This design comes from an exercise in tuning for small area on the open sky130 flow, not from production work. Where RTL was checked, it was by simulation tests only, not by an equivalence proof against the original. The flow treats the clock pin as an ideal source. Dropping or thinning the clock tree relies on that and would not hold on a real chip. Power figures rest on the tool's default switching activity, not on a simulated workload.

## run A
==> flow/design.v (excerpt) <==
module uart_top (
    input  wire iClk, iRst,
    input  wire iRx,
    output wire oTx
  );
  localparam BIT = 1085;                       
  localparam [10:0] TERM = 11'b00101110111;    
  function [10:0] lfsr_next(input [10:0] s);
    lfsr_next = {s[9:0], s[10] ^ s[8]};
  endfunction
  function [10:0] lfsr_before(input integer k);
    integer i;
    reg [10:0] s;
    begin
      s = TERM;
      for (i = 0; i < k; i = i + 1)
        s = {s[0] ^ s[9], s[10:1]};
      lfsr_before = s;
    end
  endfunction
  localparam [10:0] L_IDLE = lfsr_before(BIT + 271);              
  localparam [10:0] L_BIT  = lfsr_before(BIT - 1);
  localparam [10:0] L_TXST = lfsr_before(BIT + 2);                
  localparam [10:0] L_RXST = lfsr_before((BIT - 272) + BIT);      
  localparam [10:0] L_RXLS = lfsr_before((BIT - 272) + BIT + 3);  
  wire wRx;
  uart_rx UART_RX_INST (.iClk(iClk), .iRxSerial(iRx), .oRxSync(wRx));
  reg        rTx;       
  reg [3:0]  rPh;       
  reg [10:0] rCnt;      
  reg [3:0]  rFrm;      
  reg [4:0]  rDistA;    
  reg [1:0]  rDistB;    
  reg [95:0] rRing;
  reg        rHold;     
  reg        rOut;      
  wire wTerm  = (rCnt == TERM);
  wire wData  = |rPh[2:0];
  wire wPh0   = ~rPh[3] & ~wData;
  wire wPh9   = rPh[3] & ~wData;
  wire wPh8   = rPh[2] & ~rPh[1] & ~rPh[0];
  wire wIdle  = ~rTx & wPh0;
  wire wBump  = wTerm & wData;                
  wire wMatch = ~|rDistA & ~|rDistB;
  wire wLast  = (rFrm == 4'b1010);
  reg [10:0] wLoad;
  always @(*) begin
    if (wIdle)
      wLoad = L_IDLE;
    else if (wPh8)
      wLoad = rTx ? L_TXST : wLast ? L_RXLS : L_RXST;
    else
      wLoad = L_BIT;
  end
  always @(posedge iClk) begin
    if (wIdle | wTerm)
      rCnt <= wLoad;
    else
      rCnt <= lfsr_next(rCnt);
  end
  always @(posedge iClk) begin
    if (iRst) begin
      rTx  <= 1'b0;
      rPh  <= 4'd0;
      rFrm <= 4'd0;
    end else if (wIdle ? ~wRx : wTerm) begin
      rPh <= {rPh[2:0], (rPh[0] | ~rPh[2]) ^ rPh[3]};
      if (wPh9) begin
        rFrm <= {rFrm[2], ~rFrm[3], rFrm[0], ~|rFrm[1:0]};
        if (wLast)
          rTx <= ~rTx;
      end
    end
  end
  always @(posedge iClk) begin
    if (iRst) begin
      rDistA <= 5'd0;
      rDistB <= 2'd0;
    end else if (!wBump) begin
  ...
Size: ~130 flip-flops, roughly 3100 sq um of cells after synthesis.
export LEC_CHECK = 0
export CAP_MARGIN = 20
export CORE_MARGIN = 2
export CORE_UTILIZATION = 70
export SLEW_MARGIN = 20
create_clock -name core_clock -period 8.0 [get_ports {iClk}]
standard.sh (not shown) runs the stock make flow with config.mk's settings and CLKGATE_MAP_FILE= SYNTH_SCRIPT=/design/flow/synth_recipe.tcl, a recipe that flattens the netlist after the stock synthesis.
==> flow/flow/run.sh <==
#!/bin/bash
# Standard ORFS layout, with:
#  - synthesis as standard, except that ABC maps the logic for area
#    (flow/abc_area.script in place of ORFS's abc_speed.script; the
#    registers are mapped before ABC runs, so they are the standard ones);
#  - clock tree synthesis told not to add dummy loads (cells that only
#    balance the tree) and to use clkbuf_4 buffers;
#  - the smallest buffer on the ports;
#  - before clock tree synthesis, every logic cell swapped for the smallest
#    cell of its family, then slew, capacitance and timing repaired
#    (flow/downsize.tcl);
#  - power recovery at global routing, which downsizes cells off the
#    critical paths.
set -euo pipefail
here=$(pwd)
rm -rf "$here/scripts_area"
cp -r "$FLOW_HOME/scripts" "$here/scripts_area"
cp "$here/flow/abc_area.script" "$here/scripts_area/abc_speed.script"
bash standard.sh "SCRIPTS_DIR=$here/scripts_area" synth > synth.log 2>&1
bash standard.sh \
  "CTS_ARGS=-sink_clustering_enable -repair_clock_nets -dont_use_dummy_load -buf_list sky130_fd_sc_hd__clkbuf_4" \
  "BUFFER_PORTS_ARGS=-buffer_cell sky130_fd_sc_hd__buf_1" \
  "PRE_CTS_TCL=$here/flow/downsize.tcl" \
  "POST_CTS_TCL=$here/flow/clkmerge.tcl" \
  RECOVER_POWER=100 \
  finish > standard.log 2>&1
==> flow/flow/clkmerge.tcl <==
set cm_limit 0.115
proc cm_leaf_buffers {} {
  set res {}
  foreach inst [[ord::get_db_block] getInsts] {
    if {![string match *clkbuf* [[$inst getMaster] getName]]} continue
    set net [[$inst findITerm X] getNet]
    if {$net eq "NULL"} continue
    set leaf 1
    foreach it [$net getITerms] {
      if {[$it getInst] == $inst} continue
      if {[string match *clkbuf* [[[$it getInst] getMaster] getName]]} { set leaf 0 }
    }
    if {$leaf} { lappend res $inst }
  }
  return $res
}
proc cm_center {inst} {
  set bb [$inst getBBox]
  return [list [expr {([$bb xMin]+[$bb xMax])/2}] [expr {([$bb yMin]+[$bb yMax])/2}]]
}
proc cm_max_sink_slew {net} {
  set w 0.0
  set p [get_pins -quiet -of_objects [get_nets [$net getName]] -filter "direction==input"]
  foreach q $p { set s [get_property $q slew_max]; if {$s > $w} { set w $s } }
  return $w
}
set cm_merged 0
set again 1
while {$again} {
  set again 0
  set ls [cm_leaf_buffers]
  set pairs {}
  foreach a $ls {
    foreach b $ls {
      if {$a == $b} continue
      set ca [cm_center $a]; set cb [cm_center $b]
      set d [expr {abs([lindex $ca 0]-[lindex $cb 0]) + abs([lindex $ca 1]-[lindex $cb 1])}]
      lappend pairs [list $d $a $b]
    }
  }
  foreach pr [lsort -integer -index 0 $pairs] {
    set a [lindex $pr 1]; set b [lindex $pr 2]
    set anet [[$a findITerm X] getNet]; set bnet [[$b findITerm X] getNet]
    set moved {}
    foreach it [$anet getITerms] {
      if {[$it getInst] == $a} continue
      lappend moved $it
    }
    foreach it $moved { $it disconnect; $it connect $bnet }
    estimate_parasitics -placement
    if {[cm_max_sink_slew $bnet] <= $cm_limit} {
      [$a findITerm A] disconnect
      [$a findITerm X] disconnect
      odb::dbInst_destroy $a
      odb::dbNet_destroy $anet
      incr cm_merged
      set again 1
      break
    }
    foreach it $moved { $it disconnect; $it connect $anet }
  }
}
estimate_parasitics -placement
puts "clkmerge: $cm_merged leaf clock buffers merged away"
Other scripts of this flow, unchanged in this note and not shown: flow/flow/abc_area.script, flow/flow/downsize.tcl
Run A was carried through to the last stage, and its layout satisfied the timing, DRC and antenna checks.
Inputs modified between run A and run B:
--- a/flow/flow/clkmerge.tcl
+++ b/flow/flow/clkmerge.tcl
@@ -1 +1 @@
-set cm_limit 0.115
+set cm_limit 0.110
## What came out
Count of multi-input combinational gates came out exactly the same in run A and run B.
Run A has a higher maximum frequency from static timing analysis than run B.
The design area was comparable across run A and run B.
Higher standby leakage power among run A and run B: run B
Of run A and run B, the higher utilization belongs to run B.
Between run A and run B, the difference in remaining max-slew budget at the tightest pin is negligible.
Power: run B draws more than run A
Run A has a lower layout clock buffer count than run B.
Setup changes, run B to run C
--- a/flow/flow/run.sh
+++ b/flow/flow/run.sh
@@ -24 +23,0 @@
-  "POST_CTS_TCL=$here/flow/clkmerge.tcl" \
removed: flow/flow/clkmerge.tcl
[summary]
Taking run B as the reference point, the post-layout utilization of the core of run C rises by 0.18 points. Launch point of the critical path = rPh[1]: run B; launch point of the critical path = rPh[0]: run C. The lower synthesis-to-finish area growth of run B and run C is in run B. Where post-route minimum period is concerned, run B is outperformed by run C. Final design area excluding fillers across run B and run C: no real change. Comparing run B against run C, there is no change at all in final total negative setup slack.

---

Another version of the RTL of uart_top (not shown whole).
Size: roughly 130 flip-flops, roughly 4 I/O pins, roughly 0.0034 sq mm of cells after synthesis.
==> flow/config.mk <==
export PLATFORM = sky130hd
export DESIGN_NAME = uart_top
export DESIGN_NICKNAME = uart_top
export VERILOG_FILES = /design/flow/design.v
export SDC_FILE = /design/flow/constraint.sdc
export NUM_CORES = 4
export LEC_CHECK = 0
export CAP_MARGIN = 20
export CORE_MARGIN = 2
export CORE_UTILIZATION = 70
export SLEW_MARGIN = 20
==> flow/constraint.sdc <==
create_clock -name core_clock -period 8.0 [get_ports {iClk}]
set_input_delay 1.6000 -clock core_clock [delete_from_list [all_inputs] [get_ports {iClk}]]
set_output_delay 1.6000 -clock core_clock [all_outputs]
set_load 0.01 [all_outputs]
==> flow/flow/run.sh <==
#!/bin/bash
# Standard ORFS layout, with clock tree synthesis told not to add dummy
# loads (cells that only balance the tree) and to use clkbuf_4 buffers,
# and with the smallest buffer on the ports.
set -euo pipefail
bash standard.sh \
  "CTS_ARGS=-sink_clustering_enable -repair_clock_nets -dont_use_dummy_load -buf_list sky130_fd_sc_hd__clkbuf_4" \
  "BUFFER_PORTS_ARGS=-buffer_cell sky130_fd_sc_hd__buf_1" \
  RECOVER_POWER=100 \
  finish > standard.log 2>&1
==> next run, changes <==
--- a/flow/flow/run.sh
+++ b/flow/flow/run.sh
@@ -8,3 +8,2 @@
   "BUFFER_PORTS_ARGS=-buffer_cell sky130_fd_sc_hd__buf_1" \
-  RECOVER_POWER=100 \
   finish > standard.log 2>&1
Clock-buffer cell count stays the same; final cell count is unchanged; clock skew hardly moves; setup slack improves by 0.016 ns; wire length stays flat; critical path depth does not change; total power stays flat; global-route usage stays the same; synthesized area stays the same; design area came out higher by 0.90%.

---

Another version of the RTL of uart_top (not shown whole).
For scale: about 230 cells after synthesis, ~120 flip-flops, ~4 I/O pins, about 4200 sq um of cells after synthesis.
export LEC_CHECK = 0
export CAP_MARGIN = 20
export CORE_MARGIN = 2
export CORE_UTILIZATION = 60
export CTS_BUF_LIST = sky130_fd_sc_hd__clkbuf_4
export CTS_CLUSTER_SIZE = 30
export SLEW_MARGIN = 20
create_clock -name core_clock -period 8.0 [get_ports {iClk}]
run.sh (not shown) runs the stock make flow with config.mk's settings and CLKGATE_MAP_FILE= SYNTH_SCRIPT=/design/flow/synth_recipe.tcl, a recipe that flattens the netlist after the stock synthesis.
Stock flow here: none of the scripts above is used.
Edit:
- CORE_UTILIZATION: 60 -> 40
- CTS_BUF_LIST: sky130_fd_sc_hd__clkbuf_4 -> default
- CTS_CLUSTER_SIZE: 30 -> default
Outcome: The changed run passed the timing, DRC and antenna checks; maximum frequency came out lower by 0.42%; utilization goes down by 21 points; non-clock buffer count is unchanged; synthesized area is unchanged; final cell count climbs by 11%; sequential share of layout area fell by 3.6 points; power climbs by 16%; routed wire length grows by 2.1%.
Edit:
- CORE_UTILIZATION: 40 -> 60
- CTS_BUF_LIST: default -> sky130_fd_sc_hd__clkbuf_2 sky130_fd_sc_hd__clkbuf_4
- CTS_CLUSTER_SIZE: default -> 20
Hold slack is better by 0.0092 ns.
Clock-buffer cell count is lower by 3.
Synthesized cell count stays the same.
Core utilization climbs by 21 points.
Wire length shrinks by 2.0%.
Setup slack is better by 0.015 ns.
Global-route usage came out higher by 5.7 points.
Total power goes down by 14%.
No run of this note included a check of the RTL's function; only the layout flow was run.

---

The RTL this note starts from:
==> flow/design.v <==
`timescale 1ns / 1ps
module uart_tx (
    input  wire iTxMode,    
    input  wire iStart,     
    input  wire iStop,      
    input  wire iBit,       
    output wire oTxSerial
  );
  assign oTxSerial = ~iTxMode | (~iStart & (iStop | iBit));
endmodule
`timescale 1ns / 1ps
module uart_rx (
    input  wire iClk,
    input  wire iRxSerial,
    output wire oRxSync
  );
  reg rRx1, rRx2;
  always @(posedge iClk) begin
    rRx1 <= iRxSerial;
    rRx2 <= rRx1;
  end
  assign oRxSync = rRx2;
endmodule
`timescale 1ns / 1ps
module uart_top (
    input  wire iClk, iRst,
    input  wire iRx,
    output wire oTx
  );
  localparam BIT = 1085;                  
  localparam [10:0] TERM = 11'b11001011101;   
  function [10:0] lfsr_next(input [10:0] s);
    lfsr_next = {s[9:0], s[10] ^ s[8]};
  endfunction
  function [10:0] lfsr_before(input integer k);
    integer i;
    reg [10:0] s;
    begin
      s = TERM;
      for (i = 0; i < k; i = i + 1)
        s = {s[0] ^ s[9], s[10:1]};
      lfsr_before = s;
    end
  endfunction
  localparam [10:0] L_IDLE = lfsr_before(BIT + 271);              
  localparam [10:0] L_BIT  = lfsr_before(BIT - 1);
  localparam [10:0] L_TXST = lfsr_before(BIT + 2);                
  localparam [10:0] L_RXST = lfsr_before((BIT - 272) + BIT);      
  localparam [10:0] L_RXLS = lfsr_before((BIT - 272) + BIT + 3);  
  wire wRx;
  uart_rx UART_RX_INST (.iClk(iClk), .iRxSerial(iRx), .oRxSync(wRx));
  reg        rTx;       
  reg [3:0]  rFrm;      
  reg [3:0]  rPh;       
  reg [10:0] rCnt;      
  reg [95:0] rBuf;
  wire wTerm = (rCnt == TERM);
  wire wPh0  = (rPh == 0);
  wire wPh9  = (rPh == 9);
  wire wPh8  = (rPh == 8);
  wire wIdle = ~rTx & wPh0;
  wire wLast = (rFrm == 11);
  wire wShift = wTerm & ~wPh0 & ~wPh9;
  reg [10:0] wLoad;
  always @(*) begin
    if (wIdle)
      wLoad = L_IDLE;
    else if (wPh8)
      wLoad = rTx ? L_TXST : wLast ? L_RXLS : L_RXST;
    else
      wLoad = L_BIT;
  end
  always @(posedge iClk) begin
    if (wShift)
      rBuf <= {wRx, rBuf[95:1]};
  end
  always @(posedge iClk) begin
    if (wIdle | wTerm)
      rCnt <= wLoad;
    else
      rCnt <= lfsr_next(rCnt);
  end
  always @(posedge iClk) begin
    if (iRst) begin
      rTx  <= 1'b0;
      rFrm <= 4'd0;
      rPh  <= 4'd0;
    end else if (wIdle ? ~wRx : wTerm) begin
      rPh <= wPh9 ? 4'd0 : rPh + 4'd1;
      if (wPh9) begin
        rFrm <= wLast ? 4'd0 : rFrm + 4'd1;
        if (wLast)
          rTx <= ~rTx;
      end
    end
  end
  uart_tx UART_TX_INST (.iTxMode(rTx), .iStart(wPh0), .iStop(wPh9),
                        .iBit(rBuf[0]), .oTxSerial(oTx));
endmodule
Settings: LEC_CHECK=0, CAP_MARGIN=20, CORE_MARGIN=2, CORE_UTILIZATION=70, CTS_BUF_LIST=sky130_fd_sc_hd__clkbuf_4, CTS_CLUSTER_DIAMETER=500, CTS_CLUSTER_SIZE=40, SLEW_MARGIN=20; clock period 8.0 ns.
Change:
- CTS_BUF_LIST: sky130_fd_sc_hd__clkbuf_4 -> sky130_fd_sc_hd__clkbuf_8
- CTS_CLUSTER_SIZE: 40 -> 60
The new run went through all stages and came out clean; combinational power is about the same; area after synthesis stays the same; final area increases by about 2.4%; power rose by 8.9%; register-to-register slack got worse by 30 ps; clock skew came out lower by 5.6 ps.
Change:
==> flow/flow/run.sh (new file) <==
#!/bin/bash
# Standard ORFS layout, with clock tree synthesis told not to add dummy
# loads (cells that only balance the tree) and to use clkbuf_4 buffers,
# and with the smallest buffer on the ports.
set -euo pipefail
bash standard.sh \
  "CTS_ARGS=-sink_clustering_enable -repair_clock_nets -dont_use_dummy_load -buf_list sky130_fd_sc_hd__clkbuf_4" \
  "BUFFER_PORTS_ARGS=-buffer_cell sky130_fd_sc_hd__buf_1" \
  finish > standard.log 2>&1
==> flow/standard.sh (new file) <==
#!/bin/bash
# synth_recipe.tcl (not shown) runs the flow's synth.tcl, then flattens the netlist and writes it again
# the make line also repeats each setting of config.mk as NAME=value (left out here)
make -C /OpenROAD-flow-scripts/flow DESIGN_CONFIG=/design/flow/config.mk WORK_HOME=/design/flow/orfs CLKGATE_MAP_FILE= SYNTH_SCRIPT=/design/flow/synth_recipe.tcl "${@:-finish}"
- CTS_BUF_LIST: sky130_fd_sc_hd__clkbuf_8 -> not set
- CTS_CLUSTER_DIAMETER: 500 -> not set
- CTS_CLUSTER_SIZE: 60 -> not set
removed: flow/run.sh
Power drops by 24%.
Clock skew came out higher by 22 ps.
Sequential power hardly moves.
Hold slack is better by 33 ps.

---

uart_top, a different RTL version from the one above (not shown whole).
For scale: roughly 220 cells after synthesis, ~130 flip-flops, ~4 I/O pins, ~3200 µm² of cells after synthesis.
==> flow/config.mk <==
export PLATFORM = sky130hd
export DESIGN_NAME = uart_top
export DESIGN_NICKNAME = uart_top
export VERILOG_FILES = /design/flow/design.v
export SDC_FILE = /design/flow/constraint.sdc
export NUM_CORES = 4
export LEC_CHECK = 0
export CAP_MARGIN = 20
export CORE_MARGIN = 2
export CORE_UTILIZATION = 78
export SLEW_MARGIN = 20
==> flow/constraint.sdc <==
create_clock -name core_clock -period 8.0 [get_ports {iClk}]
set_input_delay 1.6000 -clock core_clock [delete_from_list [all_inputs] [get_ports {iClk}]]
set_output_delay 1.6000 -clock core_clock [all_outputs]
set_load 0.01 [all_outputs]
standard.sh (not shown) runs the stock make flow with config.mk's settings and CLKGATE_MAP_FILE= SYNTH_SCRIPT=/design/flow/synth_recipe.tcl, a recipe that flattens the netlist after the stock synthesis.
==> flow/flow/run.sh <==
#!/bin/bash
# Standard ORFS layout, with:
#  - clock tree synthesis told not to add dummy loads (cells that only
#    balance the tree) and to use clkbuf_4 buffers;
#  - the smallest buffer on the ports;
#  - before clock tree synthesis, every logic cell swapped for the smallest
#    cell of its family, then slew, capacitance and timing repaired
#    (flow/downsize.tcl);
#  - power recovery at global routing, which downsizes cells off the
#    critical paths.
set -euo pipefail
here=$(pwd)
bash standard.sh \
  "CTS_ARGS=-sink_clustering_enable -repair_clock_nets -dont_use_dummy_load -buf_list sky130_fd_sc_hd__clkbuf_4" \
  "BUFFER_PORTS_ARGS=-buffer_cell sky130_fd_sc_hd__buf_1" \
  "PRE_CTS_TCL=$here/flow/downsize.tcl" \
  RECOVER_POWER=100 \
  finish > standard.log 2>&1
==> flow/flow/downsize.tcl <==
# Area recovery before clock tree synthesis: swap each logic cell for the
# smallest cell of its family (same function, lowest drive), then let
# repair_design and repair_timing restore any slew, capacitance or timing
# limit that the swap breaks.
set ds_count 0
set ds_saved 0.0
foreach inst [get_cells *] {
  set ref [get_property $inst ref_name]
  set lc [get_lib_cells -quiet $ref]
  if {$lc eq ""} { continue }
  set name [get_property $lc name]
  if {![regexp {^(sky130_fd_sc_hd__[a-z0-9]+)_([0-9]+)$} $name -> base drv]} { continue }
  if {[regexp {dfxtp|dfrtp|edfxtp|clkbuf|clkinv|tapvpwr|fill|decap|conb} $base]} { continue }
  set best $name
  set best_area [get_property $lc area]
  foreach c [get_lib_cells ${base}_*] {
    set cn [get_property $c name]
    if {![regexp "^${base}_\[0-9\]+\$" $cn]} { continue }
    if {[get_property $c dont_use]} { continue }
    set a [get_property $c area]
    if {$a < $best_area} { set best $cn; set best_area $a }
  }
  if {$best ne $name} {
    set ds_saved [expr {$ds_saved + [get_property $lc area] - $best_area}]
    replace_cell $inst $best
    incr ds_count
  }
}
puts "downsize: $ds_count cells swapped, [format %.1f $ds_saved] um2 saved"
estimate_parasitics -placement
repair_design
repair_timing -setup
Change:
CORE_UTILIZATION = 70   (was 78)
Effect: The changed run completed with no timing, DRC or antenna violations. Setup slack improves by 0.031 ns. Via count came out lower by 0.87%. Clock-buffer cell count does not change. Clock skew came out higher by 0.013 ns.
Change:
CORE_UTILIZATION = 85   (was 70)
After rerunning:
- Now the flow died in detailed placement
- synthesized area stays the same
- synthesized cell count is unchanged
Change:
--- a/flow/flow/run.sh
+++ b/flow/flow/run.sh
@@ -2,0 +3,3 @@
+#  - synthesis as standard, except that ABC maps the logic for area
+#    (flow/abc_area.script in place of ORFS's abc_speed.script; the
+#    registers are mapped before ABC runs, so they are the standard ones);
@@ -12,0 +16,4 @@
+rm -rf "$here/scripts_area"
+cp -r "$FLOW_HOME/scripts" "$here/scripts_area"
+cp "$here/flow/abc_area.script" "$here/scripts_area/abc_speed.script"
+bash standard.sh "SCRIPTS_DIR=$here/scripts_area" synth > synth.log 2>&1
==> flow/flow/abc_area.script (new file) <==
strash
dch
amap
topo
dnsize -c
CORE_UTILIZATION = 70   (was 85)
=> This time the run completed without violations; synthesized cell count goes up by 1.4%; area after synthesis goes down by about 3%.

-- separate check: timing with driven ports --
No port has a modelled driver above. Below, the same layouts with a new extraction and two added sets of constraints. Step 1, drivers: a clkbuf_16 drives iClk and a buf_2 each remaining input, both assumed. Step 2 adds t to the input delays and takes it off the output delays; t is the mean of the earliest and latest rising clock arrival at the registers after step 1. Input paths then give back, and output paths get back, about the clock's delay inside the block. Three values: ideal, step 1, step 2; two values: the first two.
run | t (ns) | setup WS [ns] | worst register clock-pin slew, ns | pins driven straight from the clock port
run A | 0.474 | 4.649 / 4.625 / 5.099 | 0.11 / 0.11 | 1
run B | 0.481 | 4.622 / 4.597 / 5.078 | 0.11 / 0.11 | 1
run C | 0.478 | 4.654 / 4.629 / 5.107 | 0.09 / 0.09 | 1
the first run of note 2 | 0.490 | 4.738 / 4.711 / 5.201 | 0.11 / 0.11 | 1
the second run of note 2 | 0.487 | 4.754 / 4.727 / 5.214 | 0.11 / 0.11 | 1
the first run of note 3 | 0.500 | 4.361 / 4.334 / 4.742 | 0.11 / 0.11 | 1
the second run of note 3 | 0.538 | 4.346 / 4.316 / 4.756 | 0.06 / 0.06 | 1
the third run of note 3 | 0.500 | 4.361 / 4.334 / 4.742 | 0.11 / 0.11 | 1
the first run of note 4 | 0.512 | 4.231 / 4.206 / 4.719 | 0.11 / 0.11 | 1
the second run of note 4 | 0.435 | 4.280 / 4.252 / 4.687 | 0.07 / 0.07 | 1
the third run of note 4 | 0.494 | 4.742 / 4.714 / 5.208 | 0.09 / 0.09 | 1
the first run of note 5 | 0.474 | 4.666 / 4.638 / 5.071 | 0.10 / 0.10 | 1
the second run of note 5 | 0.486 | 4.697 / 4.670 / 5.115 | 0.10 / 0.10 | 1
the fourth run of note 5 | 0.487 | 4.581 / 4.558 / 5.045 | 0.10 / 0.10 | 1
After both steps every run listed still meets setup and hold.
